Source: an optimization exercise on an open RTL-to-GDS flow (aim: small area, a short achievable clock period and few clock cycles). Production flows keep margins and buffers that such runs may drop. Function was checked by simulation only, so behaviour that the tests miss may differ from the original. Power and IR drop assume default switching activity.

## the reference run
Design mmult, start of the top module:
module mmult#(parameter MATRIX_SIZE = 3,
              parameter INPUT_UNIT_LEN = 8,
              parameter OUTPUT_UNIT_LEN = INPUT_UNIT_LEN*2+1)
             (input clk,
              input reset_n,
              input enable,
              input [0:9*INPUT_UNIT_LEN-1] A_mat,
              input [0:9*INPUT_UNIT_LEN-1] B_mat,
              output valid,
              output wire [0:9*OUTPUT_UNIT_LEN-1] C_mat);
    reg valid_store;
    always @(posedge clk) begin
        if (!reset_n) valid_store <= 1'b0;
        else          valid_store <= enable;
    end
    assign valid = valid_store;
    wire [7:0] a0 = A_mat[0 +: 8];
    wire [7:0] a1 = A_mat[8 +: 8];
    wire [7:0] a2 = A_mat[16 +: 8];
    wire [7:0] a3 = A_mat[24 +: 8];
    wire [7:0] a4 = A_mat[32 +: 8];
    wire [7:0] a5 = A_mat[40 +: 8];
    wire [7:0] a6 = A_mat[48 +: 8];
    wire [7:0] a7 = A_mat[56 +: 8];
    wire [7:0] a8 = A_mat[64 +: 8];
    wire [7:0] b0 = B_mat[0 +: 8];
    wire [7:0] b1 = B_mat[8 +: 8];
    wire [7:0] b2 = B_mat[16 +: 8];
    wire [7:0] b3 = B_mat[24 +: 8];
    wire [7:0] b4 = B_mat[32 +: 8];
    wire [7:0] b5 = B_mat[40 +: 8];
    wire [7:0] b6 = B_mat[48 +: 8];
    wire [7:0] b7 = B_mat[56 +: 8];
    wire [7:0] b8 = B_mat[64 +: 8];
    wire e00_p0_0_0 = ~(a0[0] & b0[0]);
    wire e00_p0_0_1 = ~(a0[0] & b0[1]);
    wire e00_p0_0_2 = ~(a0[0] & b0[2]);
    wire e00_p0_0_3 = ~(a0[0] & b0[3]);
    wire e00_p0_0_4 = ~(a0[0] & b0[4]);
    wire e00_p0_0_5 = ~(a0[0] & b0[5]);
    wire e00_p0_0_6 = ~(a0[0] & b0[6]);
    wire e00_p0_0_7 = ~(a0[0] & b0[7]);
    wire e00_p0_1_0 = ~(a0[1] & b0[0]);
  ...
Size in the first run: ~4600 cells after synthesis, ~280 flip-flops, roughly 300 I/O pins, ~0.048 mm² of cells after synthesis.
==> flow/config.mk <==
export PLATFORM = sky130hd
export DESIGN_NAME = mmult
export DESIGN_NICKNAME = mmult
export VERILOG_FILES = /design/flow/design.v
export SDC_FILE = /design/flow/constraint.sdc
export NUM_CORES = 4
export LEC_CHECK = 0
export CAP_MARGIN = 30
export CORE_MARGIN = 2
export CORE_UTILIZATION = 40
export SETUP_SLACK_MARGIN = 3.3
export SLEW_MARGIN = 45
export SYNTH_HIERARCHICAL = 1
export TNS_END_PERCENT = 5
==> flow/constraint.sdc <==
create_clock -name core_clock -period 8.0 [get_ports {clk}]
set_input_delay 1.6000 -clock core_clock [delete_from_list [all_inputs] [get_ports {clk}]]
set_output_delay 1.6000 -clock core_clock [all_outputs]
set_load 0.01 [all_outputs]
standard.sh (not shown) runs the stock make flow with config.mk's settings and CLKGATE_MAP_FILE= SYNTH_SCRIPT=/design/flow/synth_recipe.tcl, a recipe that flattens the netlist after the stock synthesis.
==> flow/flow/run.sh <==
#!/bin/bash
# The standard layout (the standard.sh, synthesis unchanged), except for
# the port buffers: every input and output port still gets exactly one
# buffer, but a buf_4 instead of the weak buffer buffer_ports picks on its
# own, and after global placement each port buffer is moved from beside its
# pin to the logic it serves (move_port_buffers.tcl); detailed placement
# then legalizes it.  make's output goes to standard.log; each step's log
# stays in orfs/logs.
set -euo pipefail
export BUFFER_PORTS_ARGS="-buffer_cell sky130_fd_sc_hd__buf_4"
export POST_GLOBAL_PLACE_TCL="$PWD/flow/move_port_buffers.tcl"
bash standard.sh finish > standard.log 2>&1
==> flow/flow/move_port_buffers.tcl <==
# Move each port buffer from beside its pin to the logic it serves: an
# input port's buffer to the middle of the cells it drives, an output
# port's buffer next to the cell that drives it.  The port itself drives,
# or is driven by, the longer wire to the pin instead of a small logic
# cell.  Detailed placement legalizes the moved buffers afterwards.
set block [ord::get_db_block]
set moved 0
foreach bterm [$block getBTerms] {
  set net [$bterm getNet]
  if { $net == "NULL" } { continue }
  if { [$net getSigType] != "SIGNAL" } { continue }
  set iterms [$net getITerms]
  if { [llength $iterms] != 1 } { continue }
  set buf [[lindex $iterms 0] getInst]
  set master [[$buf getMaster] getName]
  if { ![string match "sky130_fd_sc_hd__buf_*" $master] } { continue }
  # the buffer's other net
  set other "NULL"
  foreach it [$buf getITerms] {
    set n [$it getNet]
    if { $n == "NULL" || $n == $net } { continue }
    if { [$n getSigType] != "SIGNAL" } { continue }
    set other $n
  }
  if { $other == "NULL" } { continue }
  set xs 0; set ys 0; set cnt 0
  foreach it [$other getITerms] {
    set i [$it getInst]
    if { $i == $buf } { continue }
    set loc [$i getLocation]
    incr xs [lindex $loc 0]; incr ys [lindex $loc 1]; incr cnt
  }
  if { $cnt == 0 } { continue }
  $buf setLocation [expr {$xs / $cnt}] [expr {$ys / $cnt}]
  $buf setPlacementStatus PLACED
  incr moved
}
puts "move_port_buffers: moved $moved port buffers"
Testbench counts of the reference run, summed over its fixed seeds: cycles 320.
Inputs modified between the reference run and the trial run:
Settings: changing CORE_UTILIZATION from 40 to 60.
## What came out
- The core utilization reported for the trial run is greater than that of the reference run by 21 points.
- The trial run vs the reference run on number of antenna cells inserted: the trial run is the lower one.
- Re area added between synthesis and finish: the trial run is 2.1 points down on the reference run.
- The trial run vs. the reference run: fraction of standard cell area in multi-input logic grew by 1.5 points; largest vdd supply drop saw an increase; share of the clock period used by the worst path after layout dropped 1.2 points.

========
== try-willow ==
Another version of the RTL of mmult (not shown whole).
For scale: about 4700 cells after synthesis, ~300 I/O pins.
make LEC_CHECK=0 CAP_MARGIN=30 CORE_MARGIN=2 CORE_UTILIZATION=40 SETUP_SLACK_MARGIN=3.5 SLEW_MARGIN=45 SYNTH_HIERARCHICAL=1 finish   # period 8.0 ns
run.sh (not shown) runs the stock make flow with config.mk's settings and CLKGATE_MAP_FILE= SYNTH_SCRIPT=/design/flow/synth_recipe.tcl, a recipe that flattens the netlist after the stock synthesis.
Stock flow here: none of the scripts above is used.
Per the final summary, try-willow finished and its layout is clean on timing, DRC and antenna.
Testbench counts of try-willow, summed over its fixed seeds: cycles 320.
What try-maple does differently from try-willow at the input level:
# try-willow
export LEC_CHECK = 0
export CAP_MARGIN = 30
export CORE_MARGIN = 2
export CORE_UTILIZATION = 40
export SETUP_SLACK_MARGIN = 3.5
export SLEW_MARGIN = 45
export SYNTH_HIERARCHICAL = 1
create_clock -name core_clock -period 8.0 [get_ports {clk}]
# try-maple
export LEC_CHECK = 0
export CAP_MARGIN = 30
export CORE_MARGIN = 2
export CORE_UTILIZATION = 40
export SETUP_SLACK_MARGIN = 3.5
export SLEW_MARGIN = 45
export SYNTH_HIERARCHICAL = 1
export TNS_END_PERCENT = 5
create_clock -name core_clock -period 8.0 [get_ports {clk}]
==> flow/flow/run.sh (new file) <==
#!/bin/bash
# The standard layout (the standard.sh, synthesis unchanged), except that
# the port buffers are a stronger buffer than the one buffer_ports picks on
# its own: every input and output port still gets exactly one buffer.
set -euo pipefail
export BUFFER_PORTS_ARGS="-buffer_cell sky130_fd_sc_hd__buf_4"
bash standard.sh finish > standard.log 2>&1
==> flow/standard.sh (new file) <==
#!/bin/bash
# synth_recipe.tcl (not shown) runs the flow's synth.tcl, then flattens the netlist and writes it again
# the make line also repeats each setting of config.mk as NAME=value (left out here)
make -C /OpenROAD-flow-scripts/flow DESIGN_CONFIG=/design/flow/config.mk WORK_HOME=/design/flow/orfs CLKGATE_MAP_FILE= SYNTH_SCRIPT=/design/flow/synth_recipe.tcl "${@:-finish}"
removed: flow/run.sh
[summary]
- try-willow leaves less setup margin than try-maple.
- [compare] base=try-willow new=try-maple: post-route cell area went down; sequential share of layout area went up; hold slack went down; met1 wire length went down; share of cell area taken by multi-input logic gates went up.
- Per the final summary, try-maple finished and its layout is clean on timing, DRC and antenna.
- Lower combinational fraction of design power among try-maple and try-willow: try-maple
The following lists how try-harbor was set up differently from try-maple:
# try-maple
export LEC_CHECK = 0
export CAP_MARGIN = 30
export CORE_MARGIN = 2
export CORE_UTILIZATION = 40
export SETUP_SLACK_MARGIN = 3.5
export SLEW_MARGIN = 45
export SYNTH_HIERARCHICAL = 1
export TNS_END_PERCENT = 5
create_clock -name core_clock -period 8.0 [get_ports {clk}]
# try-harbor
export LEC_CHECK = 0
export CAP_MARGIN = 30
export CORE_MARGIN = 2
export CORE_UTILIZATION = 40
export SETUP_SLACK_MARGIN = 4.0
export SLEW_MARGIN = 45
export SYNTH_HIERARCHICAL = 1
create_clock -name core_clock -period 8.0 [get_ports {clk}]
==> flow/run.sh (new file) <==
#!/bin/bash
# synth_recipe.tcl (not shown) runs the flow's synth.tcl, then flattens the netlist and writes it again
# the make line also repeats each setting of config.mk as NAME=value (left out here)
make -C /OpenROAD-flow-scripts/flow DESIGN_CONFIG=/design/flow/config.mk WORK_HOME=/design/flow/orfs CLKGATE_MAP_FILE= SYNTH_SCRIPT=/design/flow/synth_recipe.tcl finish
removed: flow/flow/run.sh
removed: flow/standard.sh
Findings:
Worst path buffer plus inverter count: try-harbor vs try-maple up 1. [compare] base=try-maple new=try-harbor: global-route wire length before repair went up about 22%, total met3 wirelength after detailed routing increased by about 90% relative to the old numbers.
Relative to try-harbor, the following input files were edited for try-nickel:
# try-harbor
export LEC_CHECK = 0
export CAP_MARGIN = 30
export CORE_MARGIN = 2
export CORE_UTILIZATION = 40
export SETUP_SLACK_MARGIN = 4.0
export SLEW_MARGIN = 45
export SYNTH_HIERARCHICAL = 1
create_clock -name core_clock -period 8.0 [get_ports {clk}]
# try-nickel
export LEC_CHECK = 0
export CAP_MARGIN = 30
export CORE_MARGIN = 2
export CORE_UTILIZATION = 40
export CTS_BUF_LIST = sky130_fd_sc_hd__clkbuf_4 sky130_fd_sc_hd__clkbuf_8
export SETUP_SLACK_MARGIN = 3.5
export SLEW_MARGIN = 45
export SYNTH_HIERARCHICAL = 1
export TNS_END_PERCENT = 5
create_clock -name core_clock -period 8.0 [get_ports {clk}]
==> flow/flow/run.sh (new file) <==
#!/bin/bash
# The standard layout (the standard.sh, synthesis unchanged), except that
# the port buffers are a stronger buffer than the one buffer_ports picks on
# its own: every input and output port still gets exactly one buffer.
set -euo pipefail
export BUFFER_PORTS_ARGS="-buffer_cell sky130_fd_sc_hd__buf_4"
bash standard.sh finish > standard.log 2>&1
==> flow/standard.sh (new file) <==
#!/bin/bash
# synth_recipe.tcl (not shown) runs the flow's synth.tcl, then flattens the netlist and writes it again
# the make line also repeats each setting of config.mk as NAME=value (left out here)
make -C /OpenROAD-flow-scripts/flow DESIGN_CONFIG=/design/flow/config.mk WORK_HOME=/design/flow/orfs CLKGATE_MAP_FILE= SYNTH_SCRIPT=/design/flow/synth_recipe.tcl "${@:-finish}"
removed: flow/run.sh
Summary — layout overhead on the synthesized area, try-nickel relative to try-harbor: lower, by 34 points. Period utilization (try-nickel over try-harbor): increase, 1.9 points. The clock share of power reported for try-nickel is greater than that of try-harbor by 1.6 points. try-nickel vs. try-harbor: fraction of area in multi-input gates went up by 11 points. When try-nickel is measured against try-harbor, its share of the final layout cell area in sequential cells turns out 2.3 points higher. The lower global routing met2 resource utilization of try-nickel and try-harbor is in try-nickel. Summary: relative slew slack, try-nickel worse than try-harbor.
Inputs modified between try-nickel and try-cedar:
# try-nickel
export LEC_CHECK = 0
export CAP_MARGIN = 30
export CORE_MARGIN = 2
export CORE_UTILIZATION = 40
export CTS_BUF_LIST = sky130_fd_sc_hd__clkbuf_4 sky130_fd_sc_hd__clkbuf_8
export SETUP_SLACK_MARGIN = 3.5
export SLEW_MARGIN = 45
export SYNTH_HIERARCHICAL = 1
export TNS_END_PERCENT = 5
create_clock -name core_clock -period 8.0 [get_ports {clk}]
# try-cedar
export LEC_CHECK = 0
export CAP_MARGIN = 30
export CORE_MARGIN = 2
export CORE_UTILIZATION = 40
export SETUP_SLACK_MARGIN = 3.5
export SLEW_MARGIN = 45
export SYNTH_HIERARCHICAL = 1
export TNS_END_PERCENT = 5
create_clock -name core_clock -period 8.0 [get_ports {clk}]
==> flow/run.sh (new file) <==
#!/bin/bash
# synth_recipe.tcl (not shown) runs the flow's synth.tcl, then flattens the netlist and writes it again
# the make line also repeats each setting of config.mk as NAME=value (left out here)
make -C /OpenROAD-flow-scripts/flow DESIGN_CONFIG=/design/flow/config.mk WORK_HOME=/design/flow/orfs CLKGATE_MAP_FILE= SYNTH_SCRIPT=/design/flow/synth_recipe.tcl finish
removed: flow/flow/run.sh
removed: flow/standard.sh
Notes after the runs:
Worst setup slack for try-cedar: 0.12 ns up relative to try-nickel. Relative to try-nickel, critical path depth increased by 2 in try-cedar. Measured against each other, try-nickel and try-cedar differ in met3 global-route usage, the higher figure coming from try-nickel. Count of vias placed by the detailed router went up by a few percent going from try-nickel to try-cedar. Proportion of power drawn by the clock network, try-nickel and try-cedar, lower one = try-cedar.

========
mmult with an RTL version that a note above also has.
Size in the first run: about 4600 cells after synthesis, ~280 flip-flops, ~300 I/O pins, ~0.048 mm² of cells after synthesis.
export LEC_CHECK = 0
export CAP_MARGIN = 30
export CORE_MARGIN = 2
export CORE_UTILIZATION = 40
export PLACE_DENSITY = 0.75
export SETUP_SLACK_MARGIN = 3.3
export SLEW_MARGIN = 45
export SYNTH_HIERARCHICAL = 1
export TNS_END_PERCENT = 5
create_clock -name core_clock -period 8.0 [get_ports {clk}]
standard.sh (not shown) runs the stock make flow with config.mk's settings and CLKGATE_MAP_FILE= SYNTH_SCRIPT=/design/flow/synth_recipe.tcl, a recipe that flattens the netlist after the stock synthesis.
==> flow/flow/run.sh <==
#!/bin/bash
# The standard layout (the standard.sh, synthesis unchanged), except that
# the port buffers are a stronger buffer than the one buffer_ports picks on
# its own: every input and output port still gets exactly one buffer.
set -euo pipefail
export BUFFER_PORTS_ARGS="-buffer_cell sky130_fd_sc_hd__buf_4"
bash standard.sh finish > standard.log 2>&1
The starting point went through all stages and came out clean.
Testbench counts at the start, summed over its fixed seeds: cycles 320.
==> next run, changes <==
==> flow/flow/run.sh (replaced) <==
#!/bin/bash
# The standard layout (the standard.sh, synthesis unchanged), except for
# the port buffers: every input and output port still gets exactly one
# buffer, but a buf_4 instead of the weak buffer buffer_ports picks on its
# own, and after global placement each port buffer is moved from beside its
# pin to the logic it serves (move_port_buffers.tcl); detailed placement
# then legalizes it.  make's output goes to standard.log; each step's log
# stays in orfs/logs.
set -euo pipefail
export BUFFER_PORTS_ARGS="-buffer_cell sky130_fd_sc_hd__buf_4"
export POST_GLOBAL_PLACE_TCL="$PWD/flow/move_port_buffers.tcl"
bash standard.sh finish > standard.log 2>&1
==> flow/flow/move_port_buffers.tcl (new file) <==
# Move each port buffer from beside its pin to the logic it serves: an
# input port's buffer to the middle of the cells it drives, an output
# port's buffer next to the cell that drives it.  The port itself drives,
# or is driven by, the longer wire to the pin instead of a small logic
# cell.  Detailed placement legalizes the moved buffers afterwards.
set block [ord::get_db_block]
set moved 0
foreach bterm [$block getBTerms] {
  set net [$bterm getNet]
  if { $net == "NULL" } { continue }
  if { [$net getSigType] != "SIGNAL" } { continue }
  set iterms [$net getITerms]
  if { [llength $iterms] != 1 } { continue }
  set buf [[lindex $iterms 0] getInst]
  set master [[$buf getMaster] getName]
  if { ![string match "sky130_fd_sc_hd__buf_*" $master] } { continue }
  # the buffer's other net
  set other "NULL"
  foreach it [$buf getITerms] {
    set n [$it getNet]
    if { $n == "NULL" || $n == $net } { continue }
    if { [$n getSigType] != "SIGNAL" } { continue }
    set other $n
  }
  if { $other == "NULL" } { continue }
  set xs 0; set ys 0; set cnt 0
  foreach it [$other getITerms] {
    set i [$it getInst]
    if { $i == $buf } { continue }
    set loc [$i getLocation]
    incr xs [lindex $loc 0]; incr ys [lindex $loc 1]; incr cnt
  }
  if { $cnt == 0 } { continue }
  $buf setLocation [expr {$xs / $cnt}] [expr {$ys / $cnt}]
  $buf setPlacementStatus PLACED
  incr moved
}
puts "move_port_buffers: moved $moved port buffers"
Settings changed: CORE_UTILIZATION 40 to 45, PLACE_DENSITY 0.75 to not set.
Outcome:
- The changed run completed without violations
- design area stays flat
- critical path depth stays the same
- die area falls by 11%
- clock power increases by about 7%
- via count drops by 1.2%
- clock-buffer cell count decreases by 2
- sequential share of layout area stays flat
- fmax is higher by 4.9%
- synthesized area does not change
- setup slack gets better by 0.23 ns
==> next run, changes <==
Settings changed: CORE_UTILIZATION 45 to 50, SETUP_SLACK_MARGIN 3.3 to 3.5, TNS_END_PERCENT 5 to 1.
=> Wire length hardly moves; fmax rose by 1.3%; cell count goes down by 1.9%.
==> next run, changes <==
Settings changed: SETUP_SLACK_MARGIN 3.5 to 3.3, TNS_END_PERCENT 1 to 5.
Outcome: Routed wire length came out lower by 3.2%. First-iteration DRC count drops by 0.81%. Die area does not change. Hold slack degrades by 0.017 ns. Cell count is lower by 0.47%. Area after synthesis stays the same. Combinational power came out lower by about 3%.
==> next run, changes <==
Settings changed: CORE_UTILIZATION 50 to 45, SETUP_SLACK_MARGIN 3.3 to 3.5, TNS_END_PERCENT 5 to 1.
Via count went up by 1.5%.
Sequential cell count is unchanged.
Cell area went up by 1.8%.
Fmax went up by 1.5%.
Global-route usage went down by 3.0 points.
Setup slack improved by 0.069 ns.
Clock-buffer cell count stays the same.
Power went up by 2.0%.
Sequential power is about the same.
Routed wire length went up by 4.0%.
Clock power went down by about 5%.
==> next run, changes <==
Settings changed: CORE_UTILIZATION 45 to 60, CTS_BUF_LIST set to sky130_fd_sc_hd__clkbuf_8, SETUP_SLACK_MARGIN 3.5 to 3.3, TNS_END_PERCENT 1 to 5.
The changed run went through all stages and came out clean. Synthesized area does not change. Clock power is lower by about 6%. Clock-buffer cell count is higher by 22. Maximum frequency is lower by 1.7%. Core utilization is higher by 16 points. Worst setup slack gets worse by 0.081 ns. Total power is lower by 3.1%. Final cell count is lower by 5.4%. Via count barely changes. Routed wire length is lower by 5.0%. Combinational power is lower by about 3%.

==> afterwards: timing with drivers on the ports <==
In the flow no input, the clock included, has a driving cell. The finished layouts below were timed again as built, in two steps. Step 1, drivers: a clkbuf_16 drives clk and a buf_2 each remaining input, both assumed. Step 2 also shifts input and output timing later by t, the mid clock arrival at the registers, as if the neighbouring blocks saw the same clock. Slacks: ideal ports / drivers / drivers and shift; pairs: ideal ports / drivers.
| run | t (ns) | setup slack, ns | latest minus earliest clock arrival (ns) | slew at the worst register clock pin (ns) | worst data-port slew with drivers (ns) |
|---|---|---|---|---|---|
| the reference run | 0.708 | 3.298 / 3.217 / 2.557 | 0.047 / 0.047 | 0.08 / 0.08 | 0.27 |
| the trial run | 0.653 | 3.390 / 3.246 / 2.593 | 0.024 / 0.023 | 0.06 / 0.06 | 0.25 |
| try-willow | 0.702 | 3.170 / 3.092 / 2.821 | 0.031 / 0.031 | 0.06 / 0.06 | 0.13 |
| try-maple | 0.682 | 3.230 / 3.153 / 2.836 | 0.038 / 0.038 | 0.07 / 0.07 | 0.17 |
| try-harbor | 0.706 | 3.225 / 3.144 / 2.871 | 0.031 / 0.031 | 0.07 / 0.07 | 0.37 |
| try-nickel | 0.819 | 3.073 / 3.000 / 2.829 | 0.045 / 0.045 | 0.07 / 0.07 | 0.17 |
| try-cedar | 0.688 | 3.193 / 3.112 / 2.581 | 0.036 / 0.036 | 0.06 / 0.06 | 0.09 |
| the first run of note 3 | 0.696 | 3.167 / 3.092 / 2.616 | 0.048 / 0.049 | 0.07 / 0.07 | 0.18 |
| the second run of note 3 | 0.696 | 3.394 / 3.309 / 2.614 | 0.033 / 0.033 | 0.07 / 0.07 | 0.23 |
| the third run of note 3 | 0.693 | 3.454 / 3.339 / 2.646 | 0.031 / 0.030 | 0.06 / 0.06 | 0.27 |
| the fourth run of note 3 | 0.703 | 3.363 / 3.287 / 2.609 | 0.042 / 0.041 | 0.07 / 0.07 | 0.24 |
| the fifth run of note 3 | 0.680 | 3.431 / 3.282 / 2.602 | 0.030 / 0.030 | 0.06 / 0.06 | 0.25 |
| the sixth run of note 3 | 0.780 | 3.350 / 3.280 / 2.572 | 0.041 / 0.041 | 0.07 / 0.07 | 0.25 |
After both steps setup and hold are still met in every run listed. The setup slack of the fifth run of note 3, which loses most, moves by -0.149 ns with the drivers and by -0.829 ns with both steps.
